What follows belongs to an exercise in optimizing a design on an open flow for small area; a production flow would make more cautious choices. Only simulation tests tie the RTL to the original design; equivalence was not proved.

==> flow/design.v (excerpt) <==
module sort16_top (
    input          clk,
    input          rst,
    input          i_valid,
    input  [511:0] x,
    output [511:0] y,
    output         o_valid
);
reg [3:0] vld;
always @(posedge clk or negedge rst)
    if (!rst) vld <= 0;
    else vld <= {vld[2:0], i_valid};
assign o_valid = vld[3];
wire [31:0] c1_0_1_lo, c1_0_1_hi;
cas32 #(.IN_INV(0), .OUT_INV(1)) c1_0_1 (.a(x[31:0]), .b(x[63:32]), .lo(c1_0_1_lo), .hi(c1_0_1_hi));
wire [31:0] c1_2_3_lo, c1_2_3_hi;
cas32 #(.IN_INV(0), .OUT_INV(1)) c1_2_3 (.a(x[95:64]), .b(x[127:96]), .lo(c1_2_3_lo), .hi(c1_2_3_hi));
wire [31:0] c1_4_5_lo, c1_4_5_hi;
cas32 #(.IN_INV(0), .OUT_INV(1)) c1_4_5 (.a(x[159:128]), .b(x[191:160]), .lo(c1_4_5_lo), .hi(c1_4_5_hi));
wire [31:0] c1_6_7_lo, c1_6_7_hi;
cas32 #(.IN_INV(0), .OUT_INV(1)) c1_6_7 (.a(x[223:192]), .b(x[255:224]), .lo(c1_6_7_lo), .hi(c1_6_7_hi));
wire [31:0] c1_8_9_lo, c1_8_9_hi;
cas32 #(.IN_INV(0), .OUT_INV(1)) c1_8_9 (.a(x[287:256]), .b(x[319:288]), .lo(c1_8_9_lo), .hi(c1_8_9_hi));
wire [31:0] c1_10_11_lo, c1_10_11_hi;
cas32 #(.IN_INV(0), .OUT_INV(1)) c1_10_11 (.a(x[351:320]), .b(x[383:352]), .lo(c1_10_11_lo), .hi(c1_10_11_hi));
wire [31:0] c1_12_13_lo, c1_12_13_hi;
cas32 #(.IN_INV(0), .OUT_INV(1)) c1_12_13 (.a(x[415:384]), .b(x[447:416]), .lo(c1_12_13_lo), .hi(c1_12_13_hi));
wire [31:0] c1_14_15_lo, c1_14_15_hi;
cas32 #(.IN_INV(0), .OUT_INV(1)) c1_14_15 (.a(x[479:448]), .b(x[511:480]), .lo(c1_14_15_lo), .hi(c1_14_15_hi));
wire [31:0] c2_0_2_lo, c2_0_2_hi;
cas32 #(.IN_INV(1), .OUT_INV(0)) c2_0_2 (.a(c1_0_1_lo), .b(c1_2_3_lo), .lo(c2_0_2_lo), .hi(c2_0_2_hi));
wire [31:0] c2_1_3_lo, c2_1_3_hi;
  ...
export LEC_CHECK = 0
export ABC_AREA = 1
export CAP_MARGIN = 20
export CORE_MARGIN = 2
export CORE_UTILIZATION = 45
export CTS_BUF_LIST = sky130_fd_sc_hd__clkbuf_16
export CTS_CLUSTER_DIAMETER = 100
export CTS_CLUSTER_SIZE = 30
export SLEW_MARGIN = 20
create_clock -name core_clock -period 5.0 [get_ports {clk}]
standard.sh (not shown) runs the stock make flow with config.mk's settings and CLKGATE_MAP_FILE= SYNTH_SCRIPT=/design/flow/synth_recipe.tcl, a recipe that flattens the netlist after the stock synthesis.
==> flow/flow/run.sh <==
#!/bin/bash
# The standard ORFS layout (standard.sh) with three changes:
#  - synthesis uses flow/synth.tcl (the standard flow's script plus multiplexer pre-mapping),
#  - before the first global placement, flow/slice_place.tcl fixes the data pins
#    and pipeline registers in a bit-slice floorplan (flow/slice_unfix.tcl
#    releases the registers again after global placement),
#  - ports are buffered with the smallest plain buffer instead of a delay cell.
set -euo pipefail
here=$(pwd)
export SLICE_CUTS="2 4 6 8"
export SLICE_FRACS="0.24 0.5 0.74 0.92"
bash standard.sh \
  "SYNTH_SCRIPT=$here/flow/synth.tcl" \
  "PRE_GLOBAL_PLACE_SKIP_IO_TCL=$here/flow/slice_place.tcl" \
  "POST_GLOBAL_PLACE_TCL=$here/flow/slice_unfix.tcl" \
  "BUFFER_PORTS_ARGS=-buffer_cell sky130_fd_sc_hd__buf_1" \
  finish > "$here/standard_flow.log" 2>&1
Other scripts of this flow, unchanged in this note and not shown: flow/flow/mux32_pat.v, flow/flow/nmux32_pat.v, flow/flow/oai_map.v, flow/flow/slice_place.tcl, flow/flow/slice_unfix.tcl, flow/flow/synth.tcl
The starting point completed with no timing, DRC or antenna violations.
Edit:
--- a/flow/config.mk
+++ b/flow/config.mk
@@ -14 +14 @@
-export CTS_CLUSTER_SIZE = 30
+export CTS_CLUSTER_SIZE = 25
The changed run went through all stages and came out clean.
Via count went up by 0.35%.
Routed wire length barely changes.
Die area is unchanged.
Global-route usage is higher by 0.10 points.
First-iteration DRC count went up by 2.4%.
Setup slack gets worse by 0.050 ns.
Core utilization is higher by 0.18 points.
Fmax fell by 1.1%.

==> port drivers added, routing unchanged <==
The results above use ideal ports. As a check the final layouts listed here were re-extracted and re-timed, cells and wires unchanged.
Step 1 (the two cells are an assumption about what drives the block):
set clk [get_ports {clk}]
set_driving_cell -lib_cell sky130_fd_sc_hd__clkbuf_16 $clk
set_driving_cell -lib_cell sky130_fd_sc_hd__buf_2 [delete_from_list [all_inputs] $clk]
Step 2 times the ports against the registers' clock, not the clock port: input delays grow and output delays shrink by t, the midpoint of the rising clock arrivals with the driver on.
Slacks: no drivers / after step 1 / after step 2; pairs: no drivers / after step 1.
| run | t (ns) | setup WS [ns] | worst hold slack (ns) | slew at the worst register clock pin (ns) | pins driven straight from the clock port |
|---|---|---|---|---|---|
| the first run | 0.809 | 0.307 / 0.249 / -0.161 | 0.062 / 0.006 / 0.359 | 0.12 / 0.12 | 1 |
| the second run | 0.828 | 0.257 / 0.197 / -0.208 | 0.041 / -0.014 / 0.357 | 0.11 / 0.11 | 1 |
Met with ideal ports but missed after step 2: setup timing in the first run and the second run. The setup slack of the first run, which loses most, moves by -0.058 ns with the drivers and by -0.468 ns with both steps.
